What follows belongs to an exercise in optimizing a design on an open flow for small area; a production flow would make more cautious choices. Function was checked by simulation only, so behaviour that the tests miss may differ from the original. In run 2 the design's own scripts or RTL, not TritonCTS, make the clock network. The flow treats the clock pin as an ideal source. Dropping or thinning the clock tree relies on that and would not hold on a real chip. Power and IR drop assume default switching activity.

File: flow/config.mk
export PLATFORM = sky130hd
export DESIGN_NAME = EF_PSRAM_CTRL_AHBL
export DESIGN_NICKNAME = EF_PSRAM_CTRL_AHBL
export VERILOG_FILES = /design/flow/design.v
export SDC_FILE = /design/flow/constraint.sdc
export NUM_CORES = 4
export LEC_CHECK = 0
export ABC_AREA = 1
export CAP_MARGIN = 0
export CORE_MARGIN = 2
export CORE_UTILIZATION = 40
export GPL_TIMING_DRIVEN = 0
export SLEW_MARGIN = 0
File: flow/constraint.sdc
create_clock -name core_clock -period 10.0 [get_ports {HCLK}]
set_input_delay 2.0000 -clock core_clock [delete_from_list [all_inputs] [get_ports {HCLK}]]
set_output_delay 2.0000 -clock core_clock [all_outputs]
set_load 0.01 [all_outputs]
File: flow/design.v
`timescale              1ns/1ps
`default_nettype        none
module EF_PSRAM_CTRL (
    input   wire            clk,
    input   wire            rst_n,
    input   wire            load,        
    input   wire            busy,        
    input   wire [31:0]     wdata,
    input   wire [22:0]     addr,
    input   wire [1:0]      size,        
    input   wire            rd_wr,
    input   wire            qspi,
    input   wire            qpi,
    input   wire            short_cmd,
    input   wire [3:0]      wait_states,
    input   wire [7:0]      cmd,
    output  wire            done,
    output  reg  [31:0]     sr,
    output  reg             sck,
    output  reg             ce_n,
    input   wire [3:0]      din,
    output  wire [3:0]      dout,
    output  wire [3:0]      douten
);
    reg  [6:0]  c;
    reg         d0;              
    wire        spi     = ~(qpi | qspi);
    wire        word    = size[1];
    wire        half    = size[0];
    wire [6:0]  dend    = word ? 7'd88 : half ? 7'd72 : 7'd64;
    wire [3:0]  ws      = rd_wr ? wait_states : 4'd0;
    wire        pf      = &c[6:4];
    wire        at_end  = ~short_cmd & ~pf & (c == dend);
    assign done = short_cmd ? (c == (qpi ? 7'd56 : 7'd32))
                            : (pf ? (c[3:0] == 4'hF) : (at_end & (ws == 4'd0)));
    wire        in_data = c >= 7'd56;
    wire        past    = pf | at_end;
    wire        bitmode = spi | (qspi & ~qpi & ~c[6] & ~c[5]);
    wire        by4     = ~bitmode & ~pf;
    always @(posedge clk)
        if (ce_n | done)
            c <= 7'd24;
        else if (at_end)
            c <= {3'b111, ~ws};
        else
            c <= c + {4'd0, sck & by4, 1'b0, sck & ~by4};
    always @(posedge clk or negedge rst_n)
        if (!rst_n)
            sck <= 1'b0;
        else
            sck <= ~(ce_n | done | sck);
    always @(posedge clk or negedge rst_n)
        if (!rst_n)
            ce_n <= 1'b1;
        else
            ce_n <= ~busy | done;
    wire        shift = sck & in_data;
    wire [31:0] sr_ld = {wdata[7:0], wdata[15:8], wdata[23:16], wdata[31:24]};
    wire [31:0] sr_sh = spi ? {sr[30:0], din[1]} : {sr[27:0], din};
    wire        hold  = ~load & ~shift;
    always @(posedge clk) begin
        sr  <= ({32{hold}} & sr) | ({32{load}} & sr_ld) | ({32{~load & shift}} & sr_sh);
        if (load)
            d0  <= spi & word & wdata[0];
    end
    wire [3:0]  sr_head = (addr[1:0] == 2'd0) ? sr[31:28] :
                          (addr[1:0] == 2'd1) ? sr[23:20] :
                          (addr[1:0] == 2'd2) ? sr[15:12] :
                                                sr[7:4];
    wire [2:0]  q = c[4:2];
    reg  [3:0]  nib;
    always @*
        case (q)
            3'd6:   nib = cmd[7:4];
            3'd7:   nib = cmd[3:0];
            3'd0:   nib = {1'b0, addr[22:20]};
            3'd1:   nib = addr[19:16];
            3'd2:   nib = addr[15:12];
            3'd3:   nib = addr[11:8];
            3'd4:   nib = addr[7:4];
            default:nib = addr[3:0];
        endcase
    wire        head_bit = nib[~c[1:0]];
    assign dout[3:1] = in_data ? (past ? 3'b000 : sr_head[3:1]) : nib[3:1];
    assign dout[0]   = in_data ? (past ? d0 : (spi ? sr_head[3] : sr_head[0]))
                               : (bitmode ? head_bit : nib[0]);
    wire        oe_off  = in_data & rd_wr;
    assign douten[0]    = bitmode | ~oe_off;
    assign douten[3:1]  = {3{~bitmode & ~oe_off}};
endmodule
`timescale              1ns/1ps
`default_nettype        none
module EF_PSRAM_CTRL_AHBL #(parameter REGISTER_HWDATA = 1)
(
    input   wire            HCLK,
    input   wire            HRESETn,
    input   wire            HSEL,
    input   wire [31:0]     HADDR,
    input   wire [31:0]     HWDATA,
    input   wire [1:0]      HTRANS,
    input   wire [2:0]      HSIZE,
    input   wire            HWRITE,
    input   wire            HREADY,
    output  reg             HREADYOUT,
    output  reg [31:0]      HRDATA,
    output  wire            sck,
    output  wire            ce_n,
    input   wire [3:0]      din,
    output  wire [3:0]      dout,
    output  wire [3:0]      douten
);
    reg [22:0]  last_HADDR;
    reg         last_cfg;            
    reg         last_HWRITE;
    reg [1:0]   last_HSIZE;          
    reg         last_ahb_addr_phase;
    wire        ahb_addr_phase  = HTRANS[1] & HSEL & HREADY;
    always @(posedge HCLK)
        if (HREADY) begin
            last_HADDR  <= HADDR[22:0];
            last_cfg    <= HADDR[23];
            last_HWRITE <= HWRITE;
            last_HSIZE  <= HSIZE[1:0];
        end
    always @(posedge HCLK or negedge HRESETn)
        if (!HRESETn)
            last_ahb_addr_phase <= 1'b0;
        else
            last_ahb_addr_phase <= ahb_addr_phase;
    reg [7:0]   RD_CMD_REG;
    reg [7:0]   WR_CMD_REG;
    reg [7:0]   EQPI_CMD_REG;
    reg [7:0]   XQPI_CMD_REG;
    reg [3:0]   WAIT_STATES_REG;
    reg [1:0]   MODE_REG;
    reg         ENTER_QPI_REG;
    reg         EXIT_QPI_REG;
    wire        cfg_we = last_ahb_addr_phase & last_cfg & last_HWRITE;
    always @(posedge HCLK)
        if (!HRESETn) begin
            RD_CMD_REG      <= 8'h03;
            WR_CMD_REG      <= 8'h02;
            EQPI_CMD_REG    <= 8'h35;
            XQPI_CMD_REG    <= 8'hF5;
            WAIT_STATES_REG <= 4'd0;
            MODE_REG        <= 2'd0;
            ENTER_QPI_REG   <= 1'b0;
            EXIT_QPI_REG    <= 1'b0;
        end
        else if (cfg_we) begin
            if (last_HADDR[8])  RD_CMD_REG      <= HWDATA[7:0];
            if (last_HADDR[9])  WR_CMD_REG      <= HWDATA[7:0];
            if (last_HADDR[10]) EQPI_CMD_REG    <= HWDATA[7:0];
            if (last_HADDR[11]) XQPI_CMD_REG    <= HWDATA[7:0];
            if (last_HADDR[12]) WAIT_STATES_REG <= HWDATA[3:0];
            if (last_HADDR[13]) MODE_REG        <= HWDATA[1:0];
            if (last_HADDR[14]) ENTER_QPI_REG   <= HWDATA[0];
            if (last_HADDR[15]) EXIT_QPI_REG    <= HWDATA[0];
        end
    wire        done;
    wire        busy = ~HREADYOUT & ~last_ahb_addr_phase & ~last_cfg;
    always @(posedge HCLK or negedge HRESETn)
        if (!HRESETn)
            HREADYOUT <= 1'b1;
        else
            HREADYOUT <= ~ahb_addr_phase & ~last_ahb_addr_phase & (HREADYOUT | last_cfg | done);
    wire        rd_wr   = ~last_HWRITE;
    wire        short_cmd = ENTER_QPI_REG | EXIT_QPI_REG;
    wire [7:0]  cmd     = ENTER_QPI_REG ? EQPI_CMD_REG :
                          EXIT_QPI_REG  ? XQPI_CMD_REG :
                          rd_wr         ? RD_CMD_REG   :
                                          WR_CMD_REG;
    wire [31:0] sr;
    EF_PSRAM_CTRL MCTRL (
        .clk(HCLK),
        .rst_n(HRESETn),
        .load(last_ahb_addr_phase),
        .busy(busy),
        .wdata(HWDATA),
        .addr(last_HADDR),
        .size(last_HSIZE),
        .rd_wr(rd_wr),
        .qspi(MODE_REG[0]),
        .qpi(MODE_REG[1]),
        .short_cmd(short_cmd),
        .wait_states(WAIT_STATES_REG),
        .cmd(cmd),
        .done(done),
        .sr(sr),
        .sck(sck),
        .ce_n(ce_n),
        .din(din),
        .dout(dout),
        .douten(douten)
    );
    wire        is_word = last_HSIZE[1];
    wire        is_half = last_HSIZE[0];
    wire        is_byte = ~is_word & ~is_half;
    wire [1:0]  lane    = last_HADDR[1:0];
    wire b0 = is_byte & (lane == 2'd0);
    wire b1 = is_byte & (lane == 2'd1);
    wire b2 = is_byte & (lane == 2'd2);
    wire b3 = is_byte & (lane == 2'd3);
    wire h0 = ~is_word & is_half & ~lane[1];
    wire h2 = ~is_word & is_half & lane[1];
    always @* begin
        HRDATA[7:0]   = ({8{is_word}} & sr[31:24]) | ({8{h0}} & sr[15:8]) | ({8{b0}} & sr[7:0]);
        HRDATA[15:8]  = ({8{is_word}} & sr[23:16]) | ({8{h0 | b1}} & sr[7:0]);
        HRDATA[23:16] = ({8{is_word | h2}} & sr[15:8]) | ({8{b2}} & sr[7:0]);
        HRDATA[31:24] = {8{is_word | h2 | b3}} & sr[7:0];
    end
endmodule
File: flow/flow/run.sh
#!/bin/bash
# Layout flow: the standard synthesis; then the combinational logic is
# re-synthesised by ABC for area (flip-flops untouched; several ABC seeds are
# tried and the smallest netlist is kept, after a SAT proof that it equals the
# standard synthesis); then the standard ORFS layout, with buf_1 port buffers
# and a CTS without dummy loads.
set -euo pipefail
HERE=$(pwd)
FL=$HERE/flow
LIB=$FLOW_HOME/platforms/sky130hd/lib/sky130_fd_sc_hd__tt_025C_1v80.lib
YOSYS=$FLOW_HOME/../tools/install/yosys/bin/yosys
[ -x "$YOSYS" ] || YOSYS=yosys
RES=$HERE/orfs/results/sky130hd/EF_PSRAM_CTRL_AHBL/base
SEEDS="${REMAP_SEEDS:-1 2 3 4 5 6 7 8}"
DSTIME="${REMAP_TIME:-200}"

export BUFFER_PORTS_ARGS="-buffer_cell sky130_fd_sc_hd__buf_1"
export CTS_ARGS="-sink_clustering_enable -repair_clock_nets -dont_use_dummy_load -buf_list sky130_fd_sc_hd__clkbuf_8"

# 1. standard synthesis
bash standard.sh synth > synth_standard.log 2>&1
cp $RES/1_2_yosys.v $HERE/synth_standard.v

# 2. re-synthesise the combinational logic, one ABC run per seed
for s in $SEEDS; do
  printf '%s\n' strash '&get -n' "&deepsyn -S $s -T $DSTIME" '&put' strash amap > $HERE/remap_$s.abc
  cat > $HERE/remap_$s.ys <<EOF
read_liberty -ignore_miss_func $LIB
read_verilog $HERE/synth_standard.v
hierarchy -top $FLOW_TOP
blackbox sky130_fd_sc_hd__df* sky130_fd_sc_hd__edf*
flatten
opt -purge
abc -script $HERE/remap_$s.abc -liberty $LIB -dont_use *probe* -dont_use *lpflow*
opt_clean -purge
hilomap -singleton -hicell sky130_fd_sc_hd__conb_1 HI -locell sky130_fd_sc_hd__conb_1 LO
insbuf -buf sky130_fd_sc_hd__buf_4 A X
splitnets
opt_clean -purge
tee -o $HERE/remap_stat_$s.txt stat -liberty $LIB
write_verilog -noattr -nohex -nodec $HERE/synth_remap_$s.v
EOF
  $YOSYS -s $HERE/remap_$s.ys > remap_yosys_$s.log 2>&1 &
  # at most NUM_CORES runs at a time
  while [ "$(jobs -rp | wc -l)" -ge "${NUM_CORES:-4}" ]; do sleep 1; done
done
wait
best=""; barea=""
for s in $SEEDS; do
  a=$(grep "Chip area for module" $HERE/remap_stat_$s.txt | awk '{print $NF}' || true)
  [ -n "$a" ] || continue
  if [ -z "$barea" ] || awk "BEGIN{exit !($a < $barea)}"; then best=$s; barea=$a; fi
done
echo "remap: seed $best, area $barea" | tee remap_choice.log
cp $HERE/synth_remap_$best.v $HERE/synth_remap.v

# 3. prove the re-synthesised logic equal to the standard synthesis (flip-flops cut)
python3 $FL/cut_flops.py $HERE/synth_standard.v $HERE/eq_std.v
python3 $FL/cut_flops.py $HERE/synth_remap.v $HERE/eq_remap.v
cat > $HERE/equiv.ys <<EOF
read_liberty -ignore_miss_func $LIB
read_verilog $HERE/eq_std.v
rename $FLOW_TOP gold
read_verilog $HERE/eq_remap.v
rename $FLOW_TOP gate
miter -equiv -flatten -make_outputs gold gate miter
hierarchy -top miter
sat -verify -prove trigger 0 miter
EOF
$YOSYS -s $HERE/equiv.ys > equiv_yosys.log 2>&1
grep -q "SUCCESS" equiv_yosys.log

# 4. layout from the re-synthesised netlist
cp $HERE/synth_remap.v $RES/1_2_yosys.v
touch $RES/1_2_yosys.v
bash standard.sh > layout_standard.log 2>&1
File: flow/flow/cut_flops.py
import re,sys
# cut flops out of a yosys-written netlist: flop outputs become inputs, flop inputs become outputs
src=open(sys.argv[1]).read()
m=re.search(r'module\s+(\S+)\s*\((.*?)\);',src,re.S)
inst_re=re.compile(r'(sky130_fd_sc_hd__(?:df|edf)\w+)\s+(\\?\S+)\s*\((.*?)\);',re.S)
newports=[];decls=[];assigns=[]
def pname(inst,pin): 
    return 'ff_'+re.sub(r'[^A-Za-z0-9_]','_',inst)+'_'+pin
def repl(mo):
    cell,inst,conns=mo.groups()
    for pin,net in re.findall(r'\.(\w+)\((.*?)\)\s*(?:,|$)',conns.strip(),re.S):
        net=net.strip()
        if net.startswith('\\'): net=net+' '
        p=pname(inst,pin)
        newports.append(p)
        if pin in ('Q','Q_N'):
            decls.append('  input %s;'%p); assigns.append('  assign %s = %s;'%(net,p))
        else:
            decls.append('  output %s;'%p); assigns.append('  assign %s = %s;'%(p,net))
    return ''
body=inst_re.sub(repl,src)
body=body.replace(m.group(0),'module %s(%s, %s);'%(m.group(1),m.group(2),', '.join(newports)),1)
body=body.replace('endmodule','\n'.join(decls)+'\n'+'\n'.join(assigns)+'\nendmodule')
open(sys.argv[2],'w').write(body)
File: flow/standard.sh
#!/bin/bash
# synth_recipe.tcl (not shown) runs the flow's synth.tcl, then flattens the netlist and writes it again
# the make line also repeats each setting of config.mk as NAME=value (left out here)
make -C /OpenROAD-flow-scripts/flow DESIGN_CONFIG=/design/flow/config.mk WORK_HOME=/design/flow/orfs CLKGATE_MAP_FILE= SYNTH_SCRIPT=/design/flow/synth_recipe.tcl "${@:-finish}"
==> results of run 1 <==
layout by cell type, fill, tap and decap left out, types with 2 or more instances in the layout:
cell type and n:
a21oi_1 21, a221oi_1 6, a222oi_1 37, a22oi_1 3, a31oi_1 5, a32o_1 3
and4_1 2, buf_1 108, buf_4 2, clkbuf_2 2, clkbuf_8 9, clkinv_1 89
dfstp_2 2, dfxtp_1 79, edfxtp_1 28, nand2_1 26, nand3_1 18, nand4_1 2
nor2_1 64, nor2b_1 4, nor3_1 9, nor4_1 2, o2111ai_1 3, o21ai_0 64
o221a_1 3, o221ai_1 10, o22a_1 2, o22ai_1 36
power by group:
group	total, mW	internal [mW]	leakage [nW]	switching, mW
combinational	0.154	0.0569	0.786	0.0973
clock	0.216	0.0812	0.0647	0.135
sequential	0.534	0.497	0.969	0.0368
worst reg2reg max path, cell delays in order (launching register included):
cell and delay, ns:
dfxtp_1 0.38, clkinv_1 0.12, nor2_1 0.47, clkinv_1 0.39, nor2_1 0.23, nor2_1 0.08, clkinv_1 0.17, nand3_1 0.14
nor2_1 0.96, clkinv_1 0.86, o21ai_0 0.41
flip-flops by register name (all words and copies together), names as in the netlist, 2 cells and up:
signal,flops
EQPI_CMD_REG,8
MCTRL.c,7
MCTRL.sr,32
MODE_REG,2
RD_CMD_REG,8
WAIT_STATES_REG,4
WR_CMD_REG,8
XQPI_CMD_REG,8
last_HADDR,23
last_HSIZE,2
final timing paths:
| check | from | endpoint |
|---|---|---|
| worst max-delay path | MCTRL.c[4]$_SDFF_PP1_ | dout[0] |
| worst min-delay path | WR_CMD_REG[4]$_SDFFE_PN0P_ | WR_CMD_REG[4]$_SDFFE_PN0P_ |
| worst max register to register | MCTRL.c[4]$_SDFF_PP1_ | MCTRL.sr[7]$_DFF_P_ |
| worst min register to register | WR_CMD_REG[4]$_SDFFE_PN0P_ | WR_CMD_REG[4]$_SDFFE_PN0P_ |
| max in group asynchronous | HRESETn | last_ahb_addr_phase$_DFF_PN0_ |
| min in group asynchronous | HRESETn | MCTRL.sck$_DFF_PN0_ |
stage by stage:
| step | hold slack (ns) | total power [mW] | cell area [um2] | util, % | setup WS [ns] |
|---|---|---|---|---|---|
| 3_3_place_gp | 0.4474 | 0.6915 | 5419 | 45.49 | 5.193 |
| 5_1_grt | 0.4823 | 0.9486 | 5568 | 46.74 | 4.523 |
| 6_report | 0.4710 | 0.9043 | 5568 | 46.74 | 4.731 |
| 4_1_cts | 0.4710 | 0.9068 | 5564 | 46.71 | 4.796 |
| 3_5_place_dp | 0.4578 | 0.6943 | 5440 | 45.67 | 5.139 |
| 2_1_floorplan | 0.4341 | 0.6208 | 4822 | - | 5.970 |
metal layers:
| layer | share of wire, % | up-vias |
|---|---|---|
| met5 | 0 | - |
| met4 | 2.0 | 0 |
| met3 | 6.6 | 29 |
| met2 | 45 | 190 |
| met1 | 46 | 2297 |
| li1 | - | 2265 |
final cells by class:
class,count,area (um2)
inverters,89,334.1
clock buffers,9,123.9
flip-flops and latches,111,2526
multi-input cells,331,1954
fillers,1202,6344
well taps,147,183.9
repair buffers,111,430.4
plain buffers,2,15.01
==> results.cfg, run 1 <==
[global_route]
grt_pass1_vias = 4501
grt_util_met1_pct = 36.13
antenna_found_initial = 0
grt.met2_usage_pct = 36.81
grt-busiest-layer = met2
gr-total-overflow = 0
grt_usage_pct = 25.12
grt_use_met3_pct = 6.536
grt_max_degree = 41
grt_pass1_wl_um = 24860

[floorplan]
initial_core_util_pct = 40.48
dieArea_mm2 = 0.01295
rows = 40
dieHeight_um = 113.8
die_w_um = 113.8
core_mm2 = 0.01191
io_pins = 121

[yosys]
synthCells = 533
synth_nets = 611
mappedNetlistArea_mm2 = 0.004822
synth.yosys.warnings = 2
syn-mean-instance-area_um2 = 9.047

[route]
drt-total-wl_um = 15910
wl_per_cell_um = 19.88
post-route-drc-count = 0
antenna_left = 0
first_iter_violations = 643
via_per_inst = 5.976
route.vias.total = 4781
firstDrtPassIters = 6

[placed_design]
dp_cells = 791
gp_congestion = 0.9531
dp_hpwl_um = 11810
portBuffers = 110

[clocking]
ctsLongestPathBuffers = 2
cts_tree = yes
cts_setup_buffers = 0
insertion_delay_ns = 0.39
numCtsBuffers = 9
cts_hold_buf = 0
cts_resized = 0
cts_sinks = 111
clk_pin_slew_ns = 0.09
htree_levels = 3
cts-root-buf = clkbuf_8

[worst_hold_path]
hold_depth = 2
min_path_type = reg -> reg

[worst_setup_path]
crit_path_max_incr_delay_ns = 0.47
cp_slowest_cell = nor2_1
start_kind = flop
reg2reg_slack_ns = 5.70
crit_chain = clkinv_1 -> nor2_1 -> clkinv_1 -> a21oi_1 -> o2111ai_1 -> clkinv_1 -> nor2_1 -> nand2_1 -> clkinv_1 -> o2111ai_1 -> o221a_1 -> o21ai_0 -> buf_1
end_kind = output port
arrival_ns = 3.27
required_ns = 8.00
crit_family = buffers and inverters
rr_worst_depth = 10
crit_top_cell = clkinv_1
criticalPathCategory = reg -> out
cp_num_buf_inv = 5
path_depth = 13
cp_max_fo = 6

[status]
status = no timing/DRC/antenna violations

[sta]
min_period_ns = 5.269
post-route-period-util_pct = 52.69
max_freq_mhz = 189.8
finalSetupViolations = 0
relSlewSlack_pct = 15.91
hold_viol_final = 0
fin_skew_ns = 0.02395
worst_slew_pin_slew_ns = 1.257
drv_slew = 0
tns_ns = 0
rsz0062_at_grt = false

[power]
p_per_area_mw_per_mm2 = 162.4
p_leak_nw = 1.819
vdd_drop_max_v = 0.0001133

[run]
maxCapViolations = 0

[finish]
drive_above_1_share_pct = 2.910
areaGrowthSynthToFinish_pct = 15.46
final_cells = 800
antennaDiodeCount = 0
finalNetCount = 733
==> inputs of run 2 (changes only) <==
--- a/flow/flow/run.sh
+++ b/flow/flow/run.sh
@@ -11,11 +11,16 @@
 YOSYS=$FLOW_HOME/../tools/install/yosys/bin/yosys
 [ -x "$YOSYS" ] || YOSYS=yosys
 RES=$HERE/orfs/results/sky130hd/EF_PSRAM_CTRL_AHBL/base
-SEEDS="${REMAP_SEEDS:-1 2 3 4 5 6 7 8}"
-DSTIME="${REMAP_TIME:-200}"
+SEEDS="1"
+DSTIME="20"
 
 export BUFFER_PORTS_ARGS="-buffer_cell sky130_fd_sc_hd__buf_1"
 export CTS_ARGS="-sink_clustering_enable -repair_clock_nets -dont_use_dummy_load -buf_list sky130_fd_sc_hd__clkbuf_8"
+# clock tree: four clkbuf_16, each driving the flip-flops of one k-means cluster
+export PRE_CTS_TCL=$FL/manual_cts.tcl
+export FLOW_CLOCK_PORT=HCLK
+export MANUAL_CTS_BUF=sky130_fd_sc_hd__clkbuf_16
+export MANUAL_CTS_K=4
 
 # 1. standard synthesis
 bash standard.sh synth > synth_standard.log 2>&1
@@ -41,8 +46,6 @@
 write_verilog -noattr -nohex -nodec $HERE/synth_remap_$s.v
 EOF
   $YOSYS -s $HERE/remap_$s.ys > remap_yosys_$s.log 2>&1 &
-  # at most NUM_CORES runs at a time
-  while [ "$(jobs -rp | wc -l)" -ge "${NUM_CORES:-4}" ]; do sleep 1; done
 done
 wait
 best=""; barea=""
==> flow/flow/manual_cts.tcl (new file) <==
# Manual clock tree: K clock buffers, each driving the flip-flops nearest to it
# (k-means on the placed flip-flop positions). The clock port drives only the
# K buffer inputs.
proc manual_cts {bufcell k {rootcell ""}} {
  set block [ord::get_db_block]
  set db [ord::get_db]
  set master [$db findMaster $bufcell]
  set clknet [[$block findBTerm $::env(FLOW_CLOCK_PORT)] getNet]
  set sinks [$clknet getITerms]
  set pts {}
  foreach it $sinks {
    set inst [$it getInst]
    set bb [$inst getBBox]
    lappend pts [list [expr {([$bb xMin]+[$bb xMax])/2.0}] [expr {([$bb yMin]+[$bb yMax])/2.0}] $it]
  }
  # initial centres: spread along x then y
  set n [llength $pts]
  set sorted [lsort -real -index 0 $pts]
  set cs {}
  for {set i 0} {$i < $k} {incr i} {
    set p [lindex $sorted [expr {int(($i + 0.5) * $n / $k)}]]
    lappend cs [list [lindex $p 0] [lindex $p 1]]
  }
  # balanced-ish k-means
  for {set iter 0} {$iter < 50} {incr iter} {
    set groups {}
    for {set i 0} {$i < $k} {incr i} { lappend groups {} }
    foreach p $pts {
      set best 0; set bd 1e30
      for {set i 0} {$i < $k} {incr i} {
        set c [lindex $cs $i]
        set d [expr {abs([lindex $p 0]-[lindex $c 0]) + abs([lindex $p 1]-[lindex $c 1])}]
        if {$d < $bd} { set bd $d; set best $i }
      }
      lset groups $best [concat [lindex $groups $best] [list $p]]
    }
    set ncs {}
    for {set i 0} {$i < $k} {incr i} {
      set g [lindex $groups $i]
      if {[llength $g] == 0} { lappend ncs [lindex $cs $i]; continue }
      set sx 0; set sy 0
      foreach p $g { set sx [expr {$sx + [lindex $p 0]}]; set sy [expr {$sy + [lindex $p 1]}] }
      lappend ncs [list [expr {$sx / [llength $g]}] [expr {$sy / [llength $g]}]]
    }
    set cs $ncs
  }
  set drv $clknet
  if {$rootcell != ""} {
    set rinst [odb::dbInst_create $block [$db findMaster $rootcell] "clkbuf_manual_root"]
    set rnet [odb::dbNet_create $block "clknet_manual_root"]
    $rnet setSigType CLOCK
    set sx 0; set sy 0
    foreach c $cs { set sx [expr {$sx + [lindex $c 0]}]; set sy [expr {$sy + [lindex $c 1]}] }
    $rinst setLocation [expr {int($sx / $k)}] [expr {int($sy / $k)}]
    $rinst setPlacementStatus PLACED
    [$rinst findITerm A] connect $clknet
    [$rinst findITerm X] connect $rnet
    set drv $rnet
  }
  for {set i 0} {$i < $k} {incr i} {
    set g [lindex $groups $i]
    if {[llength $g] == 0} continue
    set inst [odb::dbInst_create $block $master "clkbuf_manual_$i"]
    set net [odb::dbNet_create $block "clknet_manual_$i"]
    $net setSigType CLOCK
    set c [lindex $cs $i]
    $inst setLocation [expr {int([lindex $c 0])}] [expr {int([lindex $c 1])}]
    $inst setPlacementStatus PLACED
    foreach p $g { set it [lindex $p 2]; $it disconnect; $it connect $net }
    [$inst findITerm A] connect $drv
    [$inst findITerm X] connect $net
    puts "manual_cts: buffer $i drives [llength $g] sinks"
  }
}

proc clock_tree_synthesis {args} {
  manual_cts $::env(MANUAL_CTS_BUF) $::env(MANUAL_CTS_K)
  set_propagated_clock [all_clocks]
}
==> run 2 against run 1 <==
Against the previous run: worst hold slack got worse by 0.0036 ns; critical path depth is 4 lower; sequential share of layout area is 0.051 points higher; die area up 0.38%; final area decreased by 0.11%; still clean; first-iteration DRC count grew 18%; utilization is 0.052 points lower; setup slack got worse by 0.030 ns; via count grew 0.46%; register-to-register slack got worse by 0.30 ns.
==> results.cfg, run 2 <==
[finish]
reg_top3 = MCTRL.sr x32, last_HADDR x23
largest_register_ffs = 32
antennaDiodeCount = 0
final_cells = 793
n_fill_cell = 1178
top_register = MCTRL.sr
areaGrowthSynthToFinish_pct = 14.89
final_common_cell = buf_1
finalNetCount = 726
final_cell_mix = buf_1 (109), clkinv_1 (107), dfxtp_1 (79)
drive_above_1_share_pct = 2.012

[power]
total_power_uw = 870.9
vdd_drop_max_v = 0.00009187
p_leak_nw = 1.787
p_per_area_mw_per_mm2 = 156.6

[worst_setup_path]
cp_max_fo = 12
end_kind = output port
required_ns = 8.00
arrival_ns = 3.30
reg2reg_from = MCTRL.c[4]$_SDFF_PP1_
critPathLaunch = last_HSIZE[1]$_DFFE_PP_
criticalPathCategory = reg -> out
start_kind = flop

[placed_design]
gp_congestion = 0.8834
dp_cells = 789
portBuffers = 110
dp_hpwl_um = 11480

[worst_hold_path]
min_path_type = reg -> reg
min_from = WR_CMD_REG[5]$_SDFFE_PN0P_

[route]
route.vias.total = 4803
drt-total-wl_um = 15360
antenna_left = 0
via_per_inst = 6.057
first_iter_violations = 759
firstDrtPassIters = 7
wl_per_cell_um = 19.37
post-route-drc-count = 0

[floorplan]
initial_core_util_pct = 40.64
io_pins = 121
rows = 40
die_w_um = 114.0
dieArea_mm2 = 0.01300
core_mm2 = 0.01191
dieHeight_um = 114.0

[sta]
finalSetupViolations = 0
post-route-period-util_pct = 52.99
min_period_ns = 5.299
rsz0062_at_grt = false
fin_skew_ns = 0.02111
tns_ns = 0
hold_viol_final = 0
worst_slew_pin_slew_ns = 1.257
drv_slew = 0
relSlewSlack_pct = 15.92
max_freq_mhz = 188.7

[yosys]
synth.yosys.warnings = 2
mappedNetlistArea_mm2 = 0.004841
syn-mean-instance-area_um2 = 9.117
synth_nets = 609
synthCells = 531

[clocking]
cts_resized = 0
insertion_delay_ns = 0.17
clk_pin_slew_ns = 0.11
cts_setup_buffers = 0
cts_hold_buf = 0

[status]
status = no timing/DRC/antenna violations

[global_route]
grt_max_degree = 41
antenna_found_initial = 0
grt_usage_pct = 22.86
grt_pass1_vias = 4431
gr-total-overflow = 0
grt_pass1_wl_um = 23800

[run]
maxCapViolations = 0
-- run 2: power breakdown --
group / leakage, nW / total, mW / internal [mW] / switching [mW]
Combinational: 0.769 / 0.146 / 0.0575 / 0.0885
Clock: 0.0493 / 0.186 / 0.0741 / 0.112
Sequential: 0.969 / 0.539 / 0.497 / 0.0419
Total: 1.79 / 0.871 / 0.628 / 0.243
-- run 2: path summary, 6_finish.rpt --
| kind | end | slack [ns] | cells past startpoint |
|---|---|---|---|
| max | dout[0] | 4.70 | 9 |
| min reg2reg | WR_CMD_REG[5]$_SDFFE_PN0P_ | 0.47 | 2 |
| max reg2reg | MCTRL.sr[2]$_DFF_P_ | 5.40 | 8 |
| min | WR_CMD_REG[5]$_SDFFE_PN0P_ | 0.47 | 2 |
| min in group asynchronous | MCTRL.sck$_DFF_PN0_ | 1.97 | 1 |
| max in group asynchronous | last_ahb_addr_phase$_DFF_PN0_ | 7.37 | 1 |
-- run 2: final cells by class --
cell class | instances | area, um2 | share of cell area [%]
multi-input cells | 311 | 1906 | 34.26
inverters | 107 | 401.6 | 7.222
repair buffers | 111 | 429.2 | 7.717
well taps | 147 | 183.9 | 3.307
plain buffers | 6 | 115.1 | 2.070
flip-flops and latches | 111 | 2526 | 45.42
-- run 2: per-stage QoR --
stage	setup slack, ns	util (%)	hold slack (ns)	cell area, um2
after global placement	4.897	45.65	0.4471	5438
after floorplan	5.716	-	0.4332	4841
after CTS	4.710	46.65	0.4710	5557
after global routing	4.393	46.69	0.4868	5562
after detailed placement	4.935	45.81	0.4530	5456
final	4.701	46.69	0.4674	5562
-- run 2: per-layer routing --
layer	wire [um]	GRT usage, %
met1	6705	33.87
met2	7194	37.22
met3	1175	1.647
met4	282	4.146
met5	0	0
-- run 2: critical path: stages, from the launching register on --
cell and delay (ns):
edfxtp_1 0.65, clkinv_1 0.44, o2111ai_1 0.54, clkinv_1 0.25, nor2_1 0.22, nand2_1 0.13
or3_1 0.39, o221ai_1 0.19, a31o_1 0.15, buf_1 0.16

separate check: timing with driven ports:
Ports are ideal in the flow. The routed layouts listed here were re-timed in OpenROAD.
Step 1 sets driving cells, clkbuf_16 on the clock port and buf_2 on the other inputs (assumed; they add their load-dependent delay and slew).
Step 2 also shifts input and output timing later by t, the mid clock arrival at the registers, as if the neighbouring blocks saw the same clock.
Slacks: ideal / step 1 / step 2; pairs: ideal / step 1.
| run | shift t [ns] | slack for setup (ns) | worst hold slack (ns) | worst setup path after step 2 |
|---|---|---|---|---|
| run 1 | 0.416 | 4.731 / 4.693 / 5.109 | 0.471 / 0.471 / 0.471 | register to output |
| run 2 | 0.251 | 4.701 / 4.615 / 4.865 | 0.467 / 0.467 / 0.467 | register to output |
After both steps every run listed still meets setup and hold.
